From an optimization exercise on the open Yosys and OpenROAD flow, aimed at small area, a short achievable clock period and few clock cycles; shortcuts taken in it are not production practice. Function was checked by simulation only, so behaviour that the tests miss may differ from the original. Power figures rest on the tool's default switching activity, not on a simulated workload.

`flow/design.v`:
```
`timescale 1ns / 1ps
module top_CPU(
    input clk,
    input Reset,
    output [31:0] imem_addr,
    input  [31:0] imem_data,
    output [31:0] dmem_addr,
    output [31:0] dmem_wdata,
    output dmem_we,
    input  [31:0] dmem_rdata,
    output halted
    );
    reg  [29:0] pc;             
    reg  [31:0] ir;             
    reg         d_valid;
    reg  [31:0] e_a, e_b;       
    reg  [31:0] e_s;            
    reg  [4:0]  e_sa;
    reg  [4:0]  e_rd;
    reg         e_wr, e_load, e_store, e_beq, e_bne, e_bltz, e_jr, e_halt, e_pred;
    reg         e_sub, e_sadd, e_sand, e_sor, e_sxor, e_ssll, e_sslt, e_spass;
    reg  [31:0] m_res, m_wdata;
    reg  [4:0]  m_rd;
    reg         m_wr, m_load, m_we;
    reg         m_bltz, m_pred;     
    wire [29:0] m_alt = m_wdata[31:2];
    reg  [31:0] w_res;
    reg  [4:0]  w_rd;
    reg         w_wr;
    reg         kill_q;         
    reg         halted_r;
    assign imem_addr  = {pc, 2'b00};
    assign dmem_addr  = m_res;
    assign dmem_wdata = m_wdata;
    assign dmem_we    = m_we;
    assign halted     = halted_r;
    reg [31:0] rf [1:31];
    reg [31:1] rf_v;
    wire [4:0] rs = ir[25:21];
    wire [4:0] rt = ir[20:16];
    reg [31:0] rf_rs, rf_rt;
    integer k;
    always @(*) begin
        rf_rs = 32'd0;
        rf_rt = 32'd0;
        for (k = 1; k < 32; k = k + 1) begin
            rf_rs = rf_rs | ({32{rs == k && rf_v[k]}} & rf[k]);
            rf_rt = rf_rt | ({32{rt == k && rf_v[k]}} & rf[k]);
        end
    end
    integer n;
    always @(posedge clk)
        for (n = 1; n < 32; n = n + 1)
            if (w_wr && w_rd == n) rf[n] <= w_res;
    always @(posedge clk or negedge Reset)
        if (!Reset) rf_v <= 0;
        else if (w_wr) rf_v[w_rd] <= 1'b1;
    wire [5:0] op = ir[31:26];
    wire op_add   = op == 6'b000000;
    wire op_sub   = op == 6'b000001;
    wire op_addiu = op == 6'b000010;
    wire op_and   = op == 6'b010000;
    wire op_andi  = op == 6'b010001;
    wire op_ori   = op == 6'b010010;
    wire op_xori  = op == 6'b010011;
    wire op_sll   = op == 6'b011000;
    wire op_slti  = op == 6'b100110;
    wire op_slt   = op == 6'b100111;
    wire op_sw    = op == 6'b110000;
    wire op_lw    = op == 6'b110001;
    wire op_beq   = op == 6'b110100;
    wire op_bne   = op == 6'b110101;
    wire op_bltz  = op == 6'b110110;
    wire op_j     = op == 6'b111000;
    wire op_jr    = op == 6'b111001;
    wire op_jal   = op == 6'b111010;
    wire op_halt  = op == 6'b111111;
    wire d_rtype  = op_add | op_sub | op_and | op_sll | op_slt;
    wire d_itype  = op_addiu | op_andi | op_ori | op_xori | op_slti | op_lw;
    wire d_branch = op_beq | op_bne | op_bltz;
    wire d_uses_rs = (d_rtype & ~op_sll) | d_itype | op_sw | d_branch | op_jr;
    wire d_uses_rt = d_rtype | op_sw | d_branch;
    wire [4:0] d_dst = d_rtype ? ir[15:11] : d_itype ? rt : op_jal ? 5'd31 : 5'd0;
    wire d_wr = d_dst != 5'd0;
    wire d_useimm = d_itype | op_sw | op_jal;
    wire d_zext = op_andi | op_ori | op_xori;
    wire [29:0] pc_d1 = pc;
    wire [29:0] d_link = {pc[29:26] + {3'd0, ir[25:0] == 26'd0}, ir[25:0]};
    wire [31:0] d_imm = op_jal ? {d_link, 2'b00} :
                        {{16{ir[15] & ~d_zext}}, ir[15:0]};
    wire [29:0] d_btarget = pc_d1 + {{14{ir[15]}}, ir[15:0]};
    wire d_same = rs == rt;
    wire d_pred = (op_beq & (ir[15] | d_same)) | (op_bne & ~d_same) | (op_bltz & ir[15]);
    wire d_sub = op_sub | op_slt | op_slti;             
    wire [31:0] e_sum = e_a + e_b + {31'd0, e_sub};
    wire e_lt = (e_a[31] ^ ~e_b[31]) ? e_a[31] : e_sum[31];
    wire [31:0] e_res = ({32{e_sadd}} & e_sum)
                      | ({32{e_sand}} & (e_a & e_b))
                      | ({32{e_sor}}  & (e_a | e_b))
                      | ({32{e_sxor}} & (e_a ^ e_b))
                      | ({32{e_ssll}} & (e_b << e_sa))
                      | ({32{e_spass}} & e_b)
                      | {31'd0, e_sslt & e_lt};
    wire e_eq = e_a == e_b;
    wire m_redir = m_bltz & (m_res[31] ^ m_pred);
    wire e_ok = ~kill_q & ~halted_r & ~m_redir;    
    wire e_taken = (e_beq & e_eq) | (e_bne & ~e_eq);
    wire e_redir = e_ok & (e_jr | ((e_beq | e_bne) & (e_taken ^ e_pred)));
    wire [29:0] e_target = e_jr ? e_a[31:2] : e_s[31:2];
    wire e_wr_ok = e_wr & e_ok;
    wire [31:0] m_val = m_load ? dmem_rdata : m_res;
    wire fe_rs = e_wr_ok & (e_rd == rs);
    wire fm_rs = m_wr & (m_rd == rs);
    wire fw_rs = w_wr & (w_rd == rs);
    wire fe_rt = e_wr_ok & (e_rd == rt);
    wire fm_rt = m_wr & (m_rd == rt);
    wire fw_rt = w_wr & (w_rd == rt);
    wire [31:0] rs_old = fm_rs ? m_val : fw_rs ? w_res : rf_rs;
    wire [31:0] rt_old = fm_rt ? m_val : fw_rt ? w_res : rf_rt;
    wire [31:0] rs_val = fe_rs ? e_res : rs_old;
    wire [31:0] rt_val = fe_rt ? e_res : rt_old;
    wire d_ok = d_valid & ~kill_q & ~halted_r;
    wire stall = d_ok & e_ok & e_load & ((d_uses_rs & (e_rd == rs)) | (d_uses_rt & (e_rd == rt)));
    wire d_go = d_ok & ~stall;
    wire d_redir = d_go & d_pred;
    wire d_jr = d_go & op_jr & ~fe_rs & ~(fm_rs & m_load);
    wire [5:0] f_op = imem_data[31:26];
    wire f_jump = (f_op == 6'b111000) | (f_op == 6'b111010);
    wire [29:0] pc_p1 = pc + 30'd1;
    wire [29:0] f_jtarget = {pc[29:26], imem_data[25:0]};
    always @(posedge clk or negedge Reset) begin
        if (!Reset) begin
            pc <= 0;
            d_valid <= 0;
            e_wr <= 0; e_load <= 0; e_store <= 0; e_beq <= 0; e_bne <= 0;
            e_bltz <= 0; e_jr <= 0; e_halt <= 0;
            m_wr <= 0; m_load <= 0; m_we <= 0; m_bltz <= 0;
            w_wr <= 0;
            kill_q <= 0;
            halted_r <= 0;
        end else begin
            if (m_redir) pc <= m_alt;
            else if (e_redir) pc <= e_target;
            else if (!stall) pc <= d_jr ? rs_old[31:2] : d_redir ? d_btarget : f_jump ? f_jtarget : pc_p1;
            if (!stall) d_valid <= ~(d_redir | d_jr);
            kill_q <= e_redir | m_redir;
            e_wr    <= d_go & d_wr;
            e_load  <= d_go & op_lw;
            e_store <= d_go & op_sw;
            e_beq   <= d_go & op_beq;
            e_bne   <= d_go & op_bne;
            e_bltz  <= d_go & op_bltz;
            e_jr    <= d_go & op_jr & ~d_jr;
            e_halt  <= d_go & op_halt;
            m_wr   <= e_wr_ok;
            m_load <= e_load;
            m_we   <= e_store & e_ok;
            m_bltz <= e_bltz & e_ok;
            w_wr <= m_wr;
            if (e_halt & e_ok) halted_r <= 1;
        end
    end
    always @(posedge clk) begin
        if (!stall) begin
            ir   <= (f_op == 6'b111010) ? {imem_data[31:26], pc_p1[25:0]} : imem_data;
        end
        e_a   <= rs_val;
        e_b   <= d_sub ? ~(d_useimm ? d_imm : rt_val) : (d_useimm ? d_imm : rt_val);
        e_s   <= (fe_rt & ~d_branch) ? e_res : d_branch ? {d_pred ? pc_d1 : d_btarget, 2'b00} : rt_old;
        e_sa  <= ir[10:6];
        e_rd  <= d_dst;
        e_pred <= d_pred;
        e_sub  <= d_sub;
        e_sadd <= op_add | op_sub | op_addiu | op_lw | op_sw | op_bltz;
        e_sand <= op_and | op_andi;
        e_sor  <= op_ori;
        e_sxor <= op_xori;
        e_ssll <= op_sll;
        e_sslt <= op_slt | op_slti;
        e_spass <= op_jal;
        m_res   <= e_res;
        m_wdata <= e_s;
        m_rd    <= e_rd;
        m_pred  <= e_pred;
        w_res   <= m_val;
        w_rd    <= m_rd;
    end
endmodule
```
`flow/flow/run.sh`:
```
#!/bin/bash
# The standard layout (standard.sh, which runs the standard synthesis script) with these
# changes to how the layout is made; the SDC and clock period are unchanged:
#  - adders are left to abc as plain gates (ADDER_MAP_FILE empty) instead of fa/ha cells
#  - port buffers are buf_4 cells (buffer_ports otherwise picks delay cells)
#  - CTS: no dummy loads, clkbuf_16 buffers, sink clusters of up to 30 within 60 um
# The make output goes to standard.log; each ORFS step logs to orfs/logs/.
set -euo pipefail
bash standard.sh \
  SETUP_SLACK_MARGIN=7.5 \
  ADDER_MAP_FILE= \
  "BUFFER_PORTS_ARGS=-buffer_cell sky130_fd_sc_hd__buf_4" \
  "CTS_ARGS=-sink_clustering_enable -repair_clock_nets -dont_use_dummy_load -buf_list sky130_fd_sc_hd__clkbuf_16 -sink_clustering_size 30 -sink_clustering_max_diameter 60" \
  finish > standard.log 2>&1
```
`flow/standard.sh`:
```
#!/bin/bash
# synth_recipe.tcl (not shown) runs the flow's synth.tcl, then flattens the netlist and writes it again
# the make line also repeats each setting of config.mk as NAME=value (left out here)
make -C /OpenROAD-flow-scripts/flow DESIGN_CONFIG=/design/flow/config.mk WORK_HOME=/design/flow/orfs CLKGATE_MAP_FILE= SYNTH_SCRIPT=/design/flow/synth_recipe.tcl "${@:-finish}"
```
`flow/config.mk`:
```
export PLATFORM = sky130hd
export DESIGN_NAME = top_CPU
export DESIGN_NICKNAME = top_CPU
export VERILOG_FILES = /design/flow/design.v
export SDC_FILE = /design/flow/constraint.sdc
export NUM_CORES = 4
export LEC_CHECK = 0
export CAP_MARGIN = 20
export CORE_MARGIN = 2
export CORE_UTILIZATION = 40
export PLACE_DENSITY = 0.5
export SLEW_MARGIN = 20
```
`flow/constraint.sdc`:
```
create_clock -name core_clock -period 11.0 [get_ports {clk}]
set_input_delay 2.2000 -clock core_clock [delete_from_list [all_inputs] [get_ports {clk}]]
set_output_delay 2.2000 -clock core_clock [all_outputs]
set_load 0.01 [all_outputs]
```
==> results.sh, run 1 <==
export IMPL_cts_tree="yes"
export IMPL_cp_data_required_time_ns=11.63
export IMPL_fin_cells=7795
export IMPL_max_stage_delay_ns=0.57
export IMPL_ir_worst_vdd_mv=0.147
export IMPL_ys_flop_type="edfxtp_1"
export IMPL_clock_latency_ns=0.85
export IMPL_place_gp_congestion=0.979
export IMPL_nNetsFinal=5787
export IMPL_drive_gt1_share_pct=26.5
export IMPL_htreeDepth=3
export IMPL_ys_types=100
export IMPL_drt_pass1_iterations=13
export IMPL_die_h_um=401
export IMPL_place_ws_ns=5.98
export IMPL_outcome="complete, no violations"
export IMPL_syn_cell_area_um2=63000
export IMPL_synth_cells=5397
export IMPL_io_buffers=161
export IMPL_drtAntennaViolNets=0
export IMPL_timing_final_ws_setup_ns=7.31
export IMPL_max_cap_violations=0
export IMPL_start_kind="register"
export IMPL_ys_seq_area_share_pct=59.0
export IMPL_avgSynthCellArea_um2=11.7
export IMPL_setup_viol=0
export IMPL_crit_arrival_ns=4.32
export IMPL_grt_start_max_net_pins=62
export IMPL_slew_violations=0
export IMPL_fmax_mhz=271
export IMPL_grt_overflow=0
export IMPL_drc=0
export IMPL_slew_headroom_pct=21.6
export IMPL_crit_fanout=17
export IMPL_core_area_um2=156000
export IMPL_grt_pass1_wl_um=465000
export IMPL_async_flop_share_pct=5.82
export IMPL_ys_warn_count=2
export IMPL_drt_total_wl_um=357000
export IMPL_worst_pin_slew_ns=1.17
export IMPL_finalClockSkew_ns=0.127
export IMPL_cp_slowest_cell="nor4_4"
export IMPL_vias=58600
export IMPL_rows=145
export IMPL_cts_inserted_buffers=118
export IMPL_gr_usage_all_layers_pct=42.2
export IMPL_synth_seq_cells=1323
export IMPL_cts_buffer_depth=3
export IMPL_fin_crit_ns=3.69
export IMPL_grt_setup_unrepaired="yes"
export IMPL_start_util_pct=40.3
export IMPL_fin_setup_tns_ns=0
export IMPL_hold_violations=0
export IMPL_design_die_area_um2=161000
export IMPL_pin_count=164
export IMPL_worstSetupEndpointType="register"
export IMPL_layout_filler_cells=13700
export IMPL_synthToLayoutAreaGrowth_pct=22.2
export IMPL_drtIter0Drc=12800
export IMPL_cp_cell_sequence="buf_6, buf_4, nor2b_2, and3_2, buf_12, buf_12, a221oi_2, nand3_2, nor4_4, a211oi_2, a21oi_1, buf_4, o21ai_2, a211oi_2, a2111oi_2"
export IMPL_clockRootBuffer="clkbuf_16"
export IMPL_hold_ws_ns=0.310
export IMPL_synth_edff_count=1024
export IMPL_p_per_area_nw_per_um2=157
export IMPL_die_w_um=401
export IMPL_wl_per_cell_um=45.7
export IMPL_antenna_found_initial=24
export IMPL_finalCritPeriodShare_pct=33.5
export IMPL_clkSinkCount=1323
export IMPL_clk_pin_slew_ns=0.06
export IMPL_grt_pass1_vias=53300
export IMPL_holdBufCountCts=0
export IMPL_place_inst=7310
export IMPL_vias_per_cell=7.52
export IMPL_p_leak_uw=0.0270
export IMPL_dp_hpwl_um=212000
export IMPL_critPathKind="register to register"
export IMPL_min_path_type="register to register"
final timing paths:
| kind | to | slack (ns) | start | cells past startpoint |
|---|---|---|---|---|
| min in group asynchronous | m_we | 1.35 | Reset | 1 |
| min | m_wdata[25] | 0.31 | e_s[25] | 0 |
| max in group asynchronous | pc[17] | 8.27 | Reset | 2 |
| max | pc[12] | 7.31 | ir[22] | 15 |
| min reg2reg | m_wdata[25] | 0.31 | e_s[25] | 0 |
| max reg2reg | pc[12] | 7.31 | ir[22] | 15 |
layer usage:
metal / routed length (um) / track usage (%)
met5: 268 / 0.178
met2: 148000 / 61.8
met1: 120000 / 50.4
met3: 52300 / 16.1
met4: 35900 / 31.1
critical path: cells and delay by family (launching register included):
family | cells | cell delay (ns)
DFF | 1 | 0.38
and+or+nand+nor | 4 | 1.17
buffers and inverters | 5 | 0.92
AOI/OAI and AO/OA | 6 | 0.98
what timing repair did:
| item | in CTS | in global routing |
|---|---|---|
| buffers inserted | 209 | 122 |
| gates cloned | 7 | 9 |
| setup endpoints to repair | 222 | 137 |
| pin swaps | 89 | 153 |
| gates resized for setup | 606 | 327 |
sequential cells by signal, indices dropped and copies added, names as in the netlist, 30 cells and up:
signal / count
pc: 30
w_res: 32
m_wdata: 32
rf: 992
e_b: 32
e_s: 32
rf_v: 31
m_res: 32
e_a: 32
ir: 32
logic make-up (layout without fill, tap and decap cells):
logic type               Yosys count  after routing  share of synthesized area, %
adder cells (fa/ha/maj)           25             25                         0.399
AO/OA/AOI/OAI                   1745           1745                          20.1
XOR/XNOR                         214            214                          3.13
flip-flops                      1323           1323                          59.0
other                              1             20                       0.00596
buffers and inverters            561            881                          3.62
multiplexers                     167            167                          3.25
AND/OR/NAND/NOR                 1361           1362                          10.5
layout by cell type, fill, tap and decap left out, drive strengths merged, types with 50 or more instances in the layout:
master	n
a21oi	228
and3	74
a31oi	52
mux2	50
a211oi	59
dfxtp	222
nand3	172
nor3	64
nor4	70
clkbuf	130
buf	699
nand2	412
xor2	72
xnor2	142
dfrtp	77
mux2i	92
o21ai	174
a22oi	715
a22o	124
a221oi	109
nor2	296
nand4	93
edfxtp	1024
synthesized netlist by cell type, types with 63 or more instances:
cell | number | share of area, %
nor4_1 | 64 | 0.64
mux2i_1 | 92 | 1.5
nand4_1 | 93 | 0.92
nand3_1 | 171 | 1.4
buf_2 | 112 | 0.89
a21oi_1 | 228 | 1.8
nor3_1 | 63 | 0.50
a22o_1 | 124 | 1.7
and3_1 | 74 | 0.74
dfxtp_1 | 222 | 7.1
edfxtp_1 | 1024 | 49
xor2_1 | 72 | 1.0
clkbuf_1 | 342 | 2.0
dfrtp_1 | 77 | 3.1
xnor2_1 | 131 | 1.8
nor2_1 | 294 | 1.8
nand2_1 | 411 | 2.4
a221oi_1 | 109 | 1.5
a22oi_1 | 714 | 8.5
o21ai_0 | 148 | 1.2
stage by stage:
step	power, uW	instance area, um2	utilization [%]
2_1_floorplan	7130	63000	-
3_3_place_gp	8000	66600	42.6
3_5_place_dp	8000	66600	42.6
4_1_cts	11900	74000	47.4
5_1_grt	12400	76900	49.3
6_report	12100	77000	49.3
power breakdown:
group	switching (uW)	internal, uW
clock	1820	1860
sequential	370	5640
combinational	1440	951
total	3630	8460
final cells by class:
class	instances	area [um2]	area share, %
clock buffers	118	2950	3.84
inverters	47	181	0.236
repair buffers	716	7440	9.67
multi-input cells	3515	26500	34.4
well taps	2058	2570	3.35
flip-flops and latches	1323	37300	48.5
diodes	18	45.0	0.0585
Testbench counts, summed over its fixed seeds: cycles 37,059.
==> run 2: changes to the inputs <==
--- a/flow/config.mk
+++ b/flow/config.mk
@@ -7,6 +7,6 @@
 export LEC_CHECK = 0
 export CAP_MARGIN = 20
 export CORE_MARGIN = 2
-export CORE_UTILIZATION = 40
-export PLACE_DENSITY = 0.5
+export CORE_UTILIZATION = 50
+export PLACE_DENSITY = 0.6
 export SLEW_MARGIN = 20
==> run 2 against run 1 <==
Power is 2.3% lower. Count of clock-buffer cells in the layout decreased by 13. Utilization up 11 points. Clock power down 7.6%. First-iteration DRC count rose by 17%. Critical path type unchanged. Wire length shrank 5.5%. Register-to-register slack got worse by 0.05 ns.
==> results.sh, run 2 <==
export IMPL_ys_warn_count=2
export IMPL_core_area_um2=125000
export IMPL_htreeDepth=3
export IMPL_crit_path_start="ir[21]"
export IMPL_synth_seq_cells=1323
export IMPL_clockRootBuffer="clkbuf_16"
export IMPL_cts_inserted_buffers=105
export IMPL_ys_seq_area_share_pct=59.0
export IMPL_final_area_um2=75100
export IMPL_worstSetupEndpointType="register"
export IMPL_slew_headroom_pct=20.2
export IMPL_use_met2_pct=69.6
export IMPL_antenna_found_initial=21
export IMPL_netlist_top_cells_area="edfxtp_1 49%, a22oi_1 8.5%, dfxtp_1 7.1%"
export IMPL_fmax_mhz=268
export IMPL_top_register="rf"
export IMPL_grt_setup_unrepaired="yes"
export IMPL_worst_pin_slew_ns=1.20
export IMPL_ys_types=100
export IMPL_crit_fanout=5
export IMPL_syn_cell_area_um2=63000
export IMPL_ys_top_cells_by_count="1024 x edfxtp_1, 714 x a22oi_1, 411 x nand2_1, 342 x clkbuf_1, 294 x nor2_1"
export IMPL_avgSynthCellArea_um2=11.7
export IMPL_finalCritPeriodShare_pct=33.9
export IMPL_p_per_area_nw_per_um2=157
export IMPL_wl_per_cell_um=46.2
export IMPL_vias=58900
export IMPL_ir_worst_vdd_mv=0.128
export IMPL_comb_power_share_pct=19.9
export IMPL_critPathKind="register to register"
export IMPL_die_w_um=359
export IMPL_start_util_pct=50.3
export IMPL_r2r_setup_slack_ns=7.27
export IMPL_vias_per_cell=8.07
export IMPL_gr_usage_all_layers_pct=49.9
export IMPL_fin_setup_tns_ns=0
export IMPL_start_kind="register"
export IMPL_path_buf_inv=4
export IMPL_fin_util_pct=60.0
export IMPL_crit_arrival_ns=4.38
export IMPL_synth_cells=5397
export IMPL_p_switching_uw=3550
export IMPL_min_path_type="register to register"
export IMPL_path_delay_family="compound AO/OA/AOI/OAI gates"
export IMPL_grt_start_max_net_pins=62
export IMPL_p_leak_uw=0.0264
export IMPL_max_stage_delay_ns=0.81
export IMPL_min_from="e_s[1]"
export IMPL_met1_usage_pct=58.7
export IMPL_p_clk_share_pct=28.8
export IMPL_drive_gt1_share_pct=24.5
export IMPL_setup_viol=0
export IMPL_yosysMostFrequentCell="edfxtp_1"
export IMPL_place_gp_congestion=1.02
export IMPL_cp_cell_sequence="buf_6, buf_4, nor3b_4, and3_4, buf_4, buf_4, a22oi_1, nand2_1, nor4_1, a211oi_2, a21oi_2, o221ai_1, mux2i_1, o31ai_1"
export IMPL_drtIter0Drc=14900
export IMPL_p_int_uw=8260
export IMPL_cts_buffer_depth=3
export IMPL_slew_violations=0
export IMPL_io_buffers=161
export IMPL_synthToLayoutAreaGrowth_pct=19.3
export IMPL_ys_flop_type="edfxtp_1"
export IMPL_nNetsFinal=5701
export IMPL_cts_tree="yes"
export IMPL_synth_edff_count=1024
export IMPL_drt_pass1_iterations=14
export IMPL_largest_reg_flops=992
export IMPL_outcome="complete, no violations"
export IMPL_drc=0
export IMPL_die_h_um=359
export IMPL_yosys_area_top_type="edfxtp_1"
export IMPL_placed_area_um2=65800
export IMPL_dp_hpwl_um=188000
export IMPL_drtAntennaViolNets=0
export IMPL_grt_pass1_vias=52800
export IMPL_clkSinkCount=1323
export IMPL_async_flop_share_pct=5.82
export IMPL_cp_data_required_time_ns=11.65
export IMPL_finalClockSkew_ns=0.141
export IMPL_pin_count=164
export IMPL_max_cap_violations=0
export IMPL_grt_overflow=0
export IMPL_final_common_cell="edfxtp_1"
export IMPL_grt_use_met3_pct=23.2
export IMPL_crit_path_frequent_cell="buf_4"
export IMPL_grt_pass1_wl_um=444000
export IMPL_layout_common_cells="1024 x edfxtp_1, 707 x a22oi_1, 472 x buf_4, 405 x nand2_1, 258 x nor2_1"
export IMPL_cp_slowest_cell="a211oi_2"
export IMPL_design_die_area_um2=129000
export IMPL_yosysTopAreaCellShare_pct=48.8
export IMPL_clk_pin_slew_ns=0.06
export IMPL_rows=130
export IMPL_power_frac_seq_pct=51.3
export IMPL_busiest_layer="met2"
export IMPL_switching_share_pct=30.1
export IMPL_fin_crit_ns=3.73
export IMPL_hold_violations=0
export IMPL_clock_latency_ns=0.81
export IMPL_drt_total_wl_um=337000
export IMPL_regToRegStartpoint="ir[21]"
export IMPL_layout_filler_cells=10000
## run 2: power by group through the flow
stage                     registers (uW)  clock network (uW)  logic (uW)
final                               6060                3400        2350
after global routing                6060                3540        2430
after CTS                           6020                3360        2140
after detailed placement            6240                   0        1720
after global placement              6240                   0        1710
after floorplan                     5900                   0        1230
## run 2: path summary, 6_finish.rpt
check | cells after the start | to
min in group asynchronous | 1 | rf_v[19]
max | 14 | pc[21]
min reg2reg | 0 | m_wdata[1]
max in group asynchronous | 2 | pc[0]
min | 0 | m_wdata[1]
max reg2reg | 14 | pc[21]
## run 2: area by class of cell
class	instances	area, um2	area share (%)
Sequential cell	1323	37300	49.7
Clock buffer	105	2630	3.50
Tap cell	1650	2060	2.75
Antenna cell	15	37.5	0.0500
Inverter	47	181	0.242
Timing Repair Buffer	640	6580	8.76
Multi-Input combinational cell	3518	26300	35.0
## run 2: cell families after synthesis
| family | after synthesis | share of synthesized area [%] |
|---|---|---|
| flip-flops | 1323 | 59.0 |
| AND/OR/NAND/NOR | 1361 | 10.5 |
| AO/OA/AOI/OAI | 1745 | 20.1 |
| XOR/XNOR | 214 | 3.13 |
| buffers and inverters | 561 | 3.62 |
| other | 1 | 0.00596 |
| multiplexers | 167 | 3.25 |
| adder cells (fa/ha/maj) | 25 | 0.399 |
## run 2: metal layers
metal	up-vias	part of all wire [%]
met3	2313	17
met5	-	0.088
met2	6940	40
met4	19	11
li1	21700	-
met1	27900	31
## run 2: timing repair
action	CTS	global route
endpoints found under the setup margin	216	119
resized for setup	522	300
cloned	10	10
hold buffers	0	0
setup buffers	187	107
pin swaps	63	128
## run 2: stage by stage
step	setup WS (ns)	hold slack [ns]	power (uW)	std cells
final	7.27	0.327	11800	7298
after floorplan	7.50	0.310	7130	5398
after global placement	6.26	0.313	7950	6864
after CTS	7.40	0.326	11500	7166
after detailed placement	6.20	0.312	7950	6864
after global routing	7.32	0.339	12000	7285
==> run 3: changes to the inputs <==
--- a/flow/design.v
+++ b/flow/design.v
@@ -24,9 +24,6 @@
     reg         m_wr, m_load, m_we;
     reg         m_bltz, m_pred;     
     wire [29:0] m_alt = m_wdata[31:2];
-    reg  [31:0] w_res;
-    reg  [4:0]  w_rd;
-    reg         w_wr;
     reg         kill_q;         
     reg         halted_r;
     assign imem_addr  = {pc, 2'b00};
@@ -34,6 +31,7 @@
     assign dmem_wdata = m_wdata;
     assign dmem_we    = m_we;
     assign halted     = halted_r;
+    wire [31:0] m_val = m_load ? dmem_rdata : m_res;
     reg [31:0] rf [1:31];
     reg [31:1] rf_v;
     wire [4:0] rs = ir[25:21];
@@ -51,10 +49,10 @@
     integer n;
     always @(posedge clk)
         for (n = 1; n < 32; n = n + 1)
-            if (w_wr && w_rd == n) rf[n] <= w_res;
+            if (m_wr && m_rd == n) rf[n] <= m_val;
     always @(posedge clk or negedge Reset)
         if (!Reset) rf_v <= 0;
-        else if (w_wr) rf_v[w_rd] <= 1'b1;
+        else if (m_wr) rf_v[m_rd] <= 1'b1;
     wire [5:0] op = ir[31:26];
     wire op_add   = op == 6'b000000;
     wire op_sub   = op == 6'b000001;
@@ -108,15 +106,12 @@
     wire e_redir = e_ok & (e_jr | ((e_beq | e_bne) & (e_taken ^ e_pred)));
     wire [29:0] e_target = e_jr ? e_a[31:2] : e_s[31:2];
     wire e_wr_ok = e_wr & e_ok;
-    wire [31:0] m_val = m_load ? dmem_rdata : m_res;
     wire fe_rs = e_wr_ok & (e_rd == rs);
     wire fm_rs = m_wr & (m_rd == rs);
-    wire fw_rs = w_wr & (w_rd == rs);
     wire fe_rt = e_wr_ok & (e_rd == rt);
     wire fm_rt = m_wr & (m_rd == rt);
-    wire fw_rt = w_wr & (w_rd == rt);
-    wire [31:0] rs_old = fm_rs ? m_val : fw_rs ? w_res : rf_rs;
-    wire [31:0] rt_old = fm_rt ? m_val : fw_rt ? w_res : rf_rt;
+    wire [31:0] rs_old = fm_rs ? m_val : rf_rs;
+    wire [31:0] rt_old = fm_rt ? m_val : rf_rt;
     wire [31:0] rs_val = fe_rs ? e_res : rs_old;
     wire [31:0] rt_val = fe_rt ? e_res : rt_old;
     wire d_ok = d_valid & ~kill_q & ~halted_r;
@@ -135,7 +130,6 @@
             e_wr <= 0; e_load <= 0; e_store <= 0; e_beq <= 0; e_bne <= 0;
             e_bltz <= 0; e_jr <= 0; e_halt <= 0;
             m_wr <= 0; m_load <= 0; m_we <= 0; m_bltz <= 0;
-            w_wr <= 0;
             kill_q <= 0;
             halted_r <= 0;
         end else begin
@@ -156,7 +150,6 @@
             m_load <= e_load;
             m_we   <= e_store & e_ok;
             m_bltz <= e_bltz & e_ok;
-            w_wr <= m_wr;
             if (e_halt & e_ok) halted_r <= 1;
         end
     end
@@ -182,7 +175,5 @@
         m_wdata <= e_s;
         m_rd    <= e_rd;
         m_pred  <= e_pred;
-        w_res   <= m_val;
-        w_rd    <= m_rd;
     end
 endmodule
--- a/flow/config.mk
+++ b/flow/config.mk
@@ -7,6 +7,6 @@
 export LEC_CHECK = 0
 export CAP_MARGIN = 20
 export CORE_MARGIN = 2
-export CORE_UTILIZATION = 50
-export PLACE_DENSITY = 0.6
+export CORE_UTILIZATION = 40
+export PLACE_DENSITY = 0.5
 export SLEW_MARGIN = 20
==> run 3 against run 2 <==
Sequential cell count is 38 lower. Sequential share of layout area is 0.87 points lower. Worst setup slack gained 0.087 ns. Synthesized cell count stayed put. Cell count rose by 5.7%. Hold slack got worse by 0.0032 ns. Clock power grew 16%. Utilization shrank 12 points.
==> results.sh, run 3 <==
export IMPL_outcome="complete, no violations"
export IMPL_io_buffers=161
export IMPL_crit_fanout=19
export IMPL_clk_pin_slew_ns=0.05
export IMPL_syn_cell_area_um2=62700
export IMPL_slew_violations=0
export IMPL_power_uw=12300
export IMPL_seq_area_um2=36500
export IMPL_fin_crit_ns=3.65
export IMPL_drt_total_wl_um=368000
export IMPL_async_flop_share_pct=5.91
export IMPL_ys_types=110
export IMPL_grt_pass1_wl_um=476000
export IMPL_start_kind="register"
export IMPL_design_die_area_um2=160000
export IMPL_worstSetupEndpointType="register"
export IMPL_p_switching_uw=3770
export IMPL_layout_filler_cells=13900
export IMPL_comb_power_share_pct=21.5
export IMPL_cp_data_required_time_ns=11.63
export IMPL_start_util_pct=40.2
export IMPL_multiInputGateArea_um2=26300
export IMPL_htreeDepth=4
export IMPL_yosysMostFrequentCell="edfxtp_1"
export IMPL_pin_count=164
export IMPL_place_gp_congestion=1.03
export IMPL_finalClockSkew_ns=0.0849
export IMPL_cts_buffer_depth=3
export IMPL_drive_gt1_share_pct=23.5
export IMPL_grt_pass1_vias=53200
export IMPL_ys_top_cells_by_count="1024 x edfxtp_1, 742 x a22oi_1, 388 x nand2_1, 307 x nor2_1, 267 x clkbuf_1"
export IMPL_die_w_um=400
export IMPL_synthToLayoutAreaGrowth_pct=19.3
export IMPL_rows=145
export IMPL_nNetsFinal=5709
export IMPL_ir_worst_vdd_mv=0.147
export IMPL_grt_start_max_net_pins=44
export IMPL_antenna_found_initial=20
export IMPL_gr_usage_all_layers_pct=44.3
export IMPL_drc=0
export IMPL_core_area_um2=156000
export IMPL_drtIter0Drc=11600
export IMPL_max_cap_violations=0
export IMPL_yosysTopAreaCellShare_pct=49.1
export IMPL_die_h_um=400
export IMPL_ys_warn_count=2
export IMPL_p_leak_uw=0.0264
export IMPL_ys_flop_type="edfxtp_1"
export IMPL_p_int_uw=8570
export IMPL_yosys_area_top_type="edfxtp_1"
export IMPL_cts_tree="yes"
export IMPL_crit_arrival_ns=4.28
export IMPL_avgSynthCellArea_um2=11.6
export IMPL_fin_setup_tns_ns=0
export IMPL_wl_per_cell_um=47.7
export IMPL_vias=58400
export IMPL_fmax_mhz=274
export IMPL_critPathKind="register to register"
export IMPL_slew_headroom_pct=16.2
export IMPL_final_common_cell="edfxtp_1"
export IMPL_worst_pin_slew_ns=1.26
export IMPL_synth_edff_count=1024
export IMPL_p_per_area_nw_per_um2=165
export IMPL_synth_seq_cells=1285
export IMPL_hold_ws_ns=0.324
export IMPL_hold_violations=0
export IMPL_p_clk_share_pct=31.9
export IMPL_drt_pass1_iterations=13
export IMPL_synth_cells=5397
export IMPL_drtAntennaViolNets=0
export IMPL_largest_reg_flops=992
export IMPL_ys_seq_area_share_pct=58.0
export IMPL_netlist_top_cells_area="edfxtp_1 49%, a22oi_1 8.9%, dfxtp_1 5.9%"
export IMPL_grt_overflow=0
export IMPL_clockRootBuffer="clkbuf_16"
export IMPL_min_path_type="register to register"
export IMPL_switching_share_pct=30.5
export IMPL_clock_latency_ns=0.81
export IMPL_vias_per_cell=7.58
export IMPL_top_register="rf"
export IMPL_layout_common_cells="1024 x edfxtp_1, 740 x a22oi_1, 421 x buf_4, 382 x nand2_1, 271 x nor2_1"
export IMPL_clkSinkCount=1285
export IMPL_dp_hpwl_um=211000
export IMPL_grt_setup_unrepaired="yes"
export IMPL_power_frac_seq_pct=46.6
export IMPL_finalCritPeriodShare_pct=33.2
export IMPL_setup_viol=0
export IMPL_cts_inserted_buffers=132
run 3: cell types whose count changed after synthesis, moves of 37 or more:
cell      previous run  this run
a221oi_1           109        62
dfxtp_1            222       185
nand3_1            171       209
and2_1              26        63
a22o_1             124        71
clkbuf_1           342       267
run 3: cell families after synthesis:
| group | share of synthesized area [%] |
|---|---|
| AO/OA/AOI/OAI | 19.4 |
| multiplexers | 3.50 |
| AND/OR/NAND/NOR | 12.2 |
| other | 0.00598 |
| XOR/XNOR | 2.99 |
| buffers and inverters | 3.59 |
| flip-flops | 58.0 |
| adder cells (fa/ha/maj) | 0.276 |
run 3: area by class of cell:
class                   count  share of cell area [%]
flip-flops and latches   1285                    48.8
well taps                2058                    3.44
repair buffers            588                    7.82
multi-input cells        3591                    35.2
inverters                  45                   0.239
diodes                     14                  0.0468
clock buffers             132                    4.42
run 3: routing by layer:
layer	global-route usage (%)	vias up	share of wire, %
li1	-	21800	-
met1	52.8	28700	33
met2	65.0	6080	42
met3	15.6	1832	15
met4	35.4	15	11
met5	0.212	-	0.053
run 3: path summary, 6_finish.rpt:
path	cells after the start	end	start	slack, ns
hold / removal	0	m_wdata[0]	e_s[0]	0.32
setup / recovery	12	e_b[10]	ir[18]	7.35
min in group asynchronous	1	m_wr	Reset	1.41
hold reg to reg	0	m_wdata[0]	e_s[0]	0.32
setup reg to reg	12	e_b[10]	ir[18]	7.35
max in group asynchronous	2	pc[0]	Reset	8.42
run 3: critical path: stages, from the launching register on:
cell	delay, ns
edfxtp_1	0.42
buf_12	0.18
and3b_1	0.41
and2_4	0.48
buf_6	0.44
a22oi_1	0.13
nand3_1	0.12
and4b_1	0.23
a31oi_4	0.36
nor2_1	0.07
a21oi_1	0.32
o21ai_0	0.18
xnor2_1	0.17
run 3: power by group through the flow:
stage | logic (uW) | registers, uW | clock network [uW]
floorplan | 1390 | 5690 | 0
CTS | 2450 | 5740 | 3940
finish | 2650 | 5750 | 3940
global placement | 2020 | 5970 | 0
global route | 2740 | 5760 | 4100
detailed placement | 2010 | 5970 | 0
run 3: stage by stage:
| step | worst slack (ns) | instances | area [um2] | utilization (%) |
|---|---|---|---|---|
| global route | 7.35 | 7700 | 74700 | 48.0 |
| global placement | 5.67 | 7327 | 66300 | 42.5 |
| detailed placement | 5.73 | 7328 | 66300 | 42.5 |
| floorplan | 7.09 | 5398 | 62800 | - |
| finish | 7.35 | 7713 | 74800 | 48.0 |
| CTS | 7.36 | 7627 | 72900 | 46.8 |
run 3: repair_timing:
action	4_1_cts	5_1_grt
endpoints found under the setup margin	233	140
cloned	7	8
hold buffers	0	0
gates resized for setup	486	238
buffers inserted	160	64
pin swaps	42	61
Testbench counts of run 3, summed over its fixed seeds: cycles 37,059.
==> run 4: changes to the inputs <==
--- a/flow/config.mk
+++ b/flow/config.mk
@@ -7,6 +7,6 @@
 export LEC_CHECK = 0
 export CAP_MARGIN = 20
 export CORE_MARGIN = 2
-export CORE_UTILIZATION = 40
-export PLACE_DENSITY = 0.5
+export CORE_UTILIZATION = 50
+export PLACE_DENSITY = 0.6
 export SLEW_MARGIN = 20
==> run 4 against run 3 <==
Largest power group unchanged. Wire length down 6.9%. Combinational power shrank 3%. Synthesized cell count stayed put. Count of clock-buffer cells in the layout down 18. Critical path type unchanged. Area after synthesis unchanged. Non-clock buffer count shrank 95. Sequential cell count unchanged. Still clean on timing, DRC and antenna. Critical path depth stayed put. Fmax is 2.2% lower. Global-route usage rose by 7.3 points.
==> results.sh, run 4 <==
export IMPL_grt_pass1_vias=53000
export IMPL_placed_area_um2=65600
export IMPL_netlist_top_cells_area="edfxtp_1 49%, a22oi_1 8.9%, dfxtp_1 5.9%"
export IMPL_min_from="e_s[19]"
export IMPL_gr_usage_all_layers_pct=51.7
export IMPL_hold_violations=0
export IMPL_outcome="complete, no violations"
export IMPL_r2r_setup_slack_ns=7.27
export IMPL_p_per_area_nw_per_um2=164
export IMPL_regToRegStartpoint="ir[23]"
export IMPL_path_buf_inv=2
export IMPL_cp_data_required_time_ns=11.61
export IMPL_dp_hpwl_um=196000
export IMPL_antenna_found_initial=11
export IMPL_clkSinkCount=1285
export IMPL_finalClockSkew_ns=0.129
export IMPL_nNetsFinal=5596
export IMPL_power_frac_seq_pct=48.6
export IMPL_yosysMostFrequentCell="edfxtp_1"
export IMPL_vias=58500
export IMPL_wl_per_cell_um=47.7
export IMPL_top_register="rf"
export IMPL_r2r_end="pc[29]"
export IMPL_worstSetupEndpointType="register"
export IMPL_place_gp_congestion=1.06
export IMPL_grt_overflow=0
export IMPL_ir_worst_vdd_mv=0.143
export IMPL_crit_arrival_ns=4.34
export IMPL_hold_depth=0
export IMPL_ys_flop_type="edfxtp_1"
export IMPL_synth_edff_count=1024
export IMPL_ys_top_cells_by_count="1024 x edfxtp_1, 742 x a22oi_1, 388 x nand2_1, 307 x nor2_1, 267 x clkbuf_1"
export IMPL_start_kind="register"
export IMPL_layout_common_cells="1024 x edfxtp_1, 739 x a22oi_1, 384 x nand2_1, 364 x buf_4, 273 x nor2_1"
export IMPL_p_leak_uw=0.0254
export IMPL_io_buffers=161
export IMPL_clk_pin_slew_ns=0.06
export IMPL_synth_seq_cells=1285
export IMPL_yosys_area_top_type="edfxtp_1"
export IMPL_max_stage_delay_ns=0.39
export IMPL_syn_cell_area_um2=62700
export IMPL_drt_total_wl_um=343000
export IMPL_grt_start_max_net_pins=49
export IMPL_finalCritPeriodShare_pct=33.9
export IMPL_fin_crit_ns=3.73
export IMPL_comb_power_share_pct=21.6
export IMPL_slew_violations=0
export IMPL_drc=0
export IMPL_place_inst=6893
export IMPL_p_switching_uw=3650
export IMPL_min_path_type="register to register"
export IMPL_rows=129
export IMPL_fmax_mhz=268
export IMPL_grt_pass1_wl_um=450000
export IMPL_cts_buffer_depth=3
export IMPL_die_w_um=358
export IMPL_cts_tree="yes"
export IMPL_cts_inserted_buffers=114
export IMPL_async_flop_share_pct=5.91
export IMPL_ys_seq_area_share_pct=58.0
export IMPL_drtIter0Drc=12200
export IMPL_max_cap_violations=0
export IMPL_ys_types=110
export IMPL_path_delay_family="compound AO/OA/AOI/OAI gates"
export IMPL_grt_setup_unrepaired="yes"
export IMPL_avgSynthCellArea_um2=11.6
export IMPL_vias_per_cell=8.16
export IMPL_cp_slowest_cell="nor3_2"
export IMPL_synth_cells=5397
export IMPL_design_die_area_um2=128000
export IMPL_fin_setup_tns_ns=0
export IMPL_clockRootBuffer="clkbuf_16"
export IMPL_crit_fanout=35
export IMPL_worst_pin_slew_ns=1.22
export IMPL_fin_cells=7177
export IMPL_ys_warn_count=2
export IMPL_start_util_pct=50.5
export IMPL_p_int_uw=8250
export IMPL_switching_share_pct=30.7
export IMPL_clock_latency_ns=0.81
export IMPL_synthToLayoutAreaGrowth_pct=15.6
export IMPL_drtAntennaViolNets=0
export IMPL_cp_cell_sequence="buf_6, and3b_1, and2_2, buf_6, a22o_1, a221oi_1, nand4_1, nor3_2, a21oi_1, o21ai_0, a21oi_1, o31a_1"
export IMPL_final_common_cell="edfxtp_1"
export IMPL_pin_count=164
export IMPL_drt_pass1_iterations=14
export IMPL_final_area_um2=72400
export IMPL_setup_viol=0
export IMPL_r2r_cells=12
export IMPL_drive_gt1_share_pct=21.8
export IMPL_p_clk_share_pct=29.7
export IMPL_yosysTopAreaCellShare_pct=49.1
export IMPL_critPathKind="register to register"
export IMPL_largest_reg_flops=992
export IMPL_die_h_um=358
export IMPL_slew_headroom_pct=18.9
export IMPL_min_to="m_wdata[19]"
export IMPL_htreeDepth=3
export IMPL_core_area_um2=124000
run 4: final cells by class:
type / instances / area (um2)
sequential: 1285 / 36500
inverter: 45 / 181
fill: 10200 / 51500
antenna: 12 / 30.0
timing repair buffer: 493 / 4610
clock buffer: 114 / 2850
tap: 1637 / 2050
multi-input combinational: 3591 / 26200
run 4: power groups by stage:
stage | sequential, uW | combinational (uW) | clock, uW
floorplan | 5690 | 1390 | 0
global placement | 5990 | 1980 | 0
detailed placement | 5990 | 1970 | 0
CTS | 5770 | 2370 | 3520
global route | 5780 | 2660 | 3710
finish | 5780 | 2570 | 3540
run 4: metal layers:
layer  global-route usage, %  wire (um)
met5                    2.19        498
met4                    40.8      37300
met3                    23.4      58300
met2                    72.4     137000
met1                    61.3     110000
run 4: worst reg2reg max path: stages (launching register included):
cell      delay (ns)
edfxtp_1        0.37
buf_6           0.32
and3b_1         0.32
and2_2          0.22
buf_6           0.21
a22o_1          0.56
a221oi_1        0.29
nand4_1         0.15
nor3_2          0.39
a21oi_1         0.33
o21ai_0         0.28
a21oi_1         0.10
o31a_1          0.11
run 4: timing repair:
item	4_1_cts	5_1_grt
pin swaps	23	57
setup buffers	104	44
endpoints found under the setup margin	222	146
gates cloned	3	7
gates resized for setup	398	235
hold buffers	0	0
run 4: cell families (layout without fill, tap and decap cells):
kind of cell             after synthesis  in the layout  synth area share [%]
multiplexers                         168            168                  3.50
other                                  1             14               0.00598
AO/OA/AOI/OAI                       1677           1677                  19.4
AND/OR/NAND/NOR                     1514           1518                  12.2
adder cells (fa/ha/maj)               17             17                 0.276
XOR/XNOR                             209            209                  2.99
flip-flops                          1285           1285                  58.0
buffers and inverters                526            652                  3.59
run 4: worst max-delay path by stage:
stage	from	endpoint	slack, ns	depth (start not counted)
after global routing	ir[22]	pc[1]	7.36	12
after floorplan	imem_data[26]	pc[16]	7.09	10
final	ir[23]	pc[29]	7.27	12
after detailed placement	ir[18]	pc[1]	6.26	11
after global placement	imem_data[26]	ir[25]	5.94	7
after CTS	pc[16]	imem_addr[18]	7.40	2
run 4: through the flow:
stage / hold slack [ns] / utilization (%) / worst slack [ns] / power [uW]
after global placement: 0.314 / 52.9 / 5.94 / 7970
after detailed placement: 0.322 / 53.0 / 6.26 / 7960
after CTS: 0.309 / 57.2 / 7.40 / 11600
after floorplan: 0.310 / - / 7.09 / 7080
after global routing: 0.306 / 58.4 / 7.36 / 12200
final: 0.317 / 58.4 / 7.27 / 11900

==> separate check: timing with driven ports <==
Ports are ideal in the flow. The routed layouts listed here were re-timed in OpenROAD.
Step 1, drivers: a clkbuf_16 drives clk and a buf_2 each remaining input, both assumed.
Step 2 moves the port delays by t, midway between the first and last clock arrival at a register: inputs arrive t later, outputs are due t later. That takes back most of the time a late clock gives input paths.
Slacks: ideal ports / drivers / drivers and shift; pairs: ideal ports / drivers.
| run | t (ns) | slack for setup (ns) | latest minus earliest clock arrival (ns) | pins driven straight from the clock port |
|---|---|---|---|---|
| run 1 | 0.861 | 7.313 / 7.290 / 6.652 | 0.144 / 0.144 | 1 |
| run 2 | 0.822 | 7.266 / 7.266 / 6.832 | 0.140 / 0.141 | 1 |
| run 3 | 0.857 | 7.353 / 7.300 / 6.636 | 0.092 / 0.092 | 1 |
| run 4 | 0.817 | 7.269 / 7.269 / 6.491 | 0.135 / 0.135 | 1 |
After both steps every run listed still meets setup and hold. The setup slack of run 4, which loses most, moves by 0.000 ns with the drivers and by -0.778 ns with both steps.
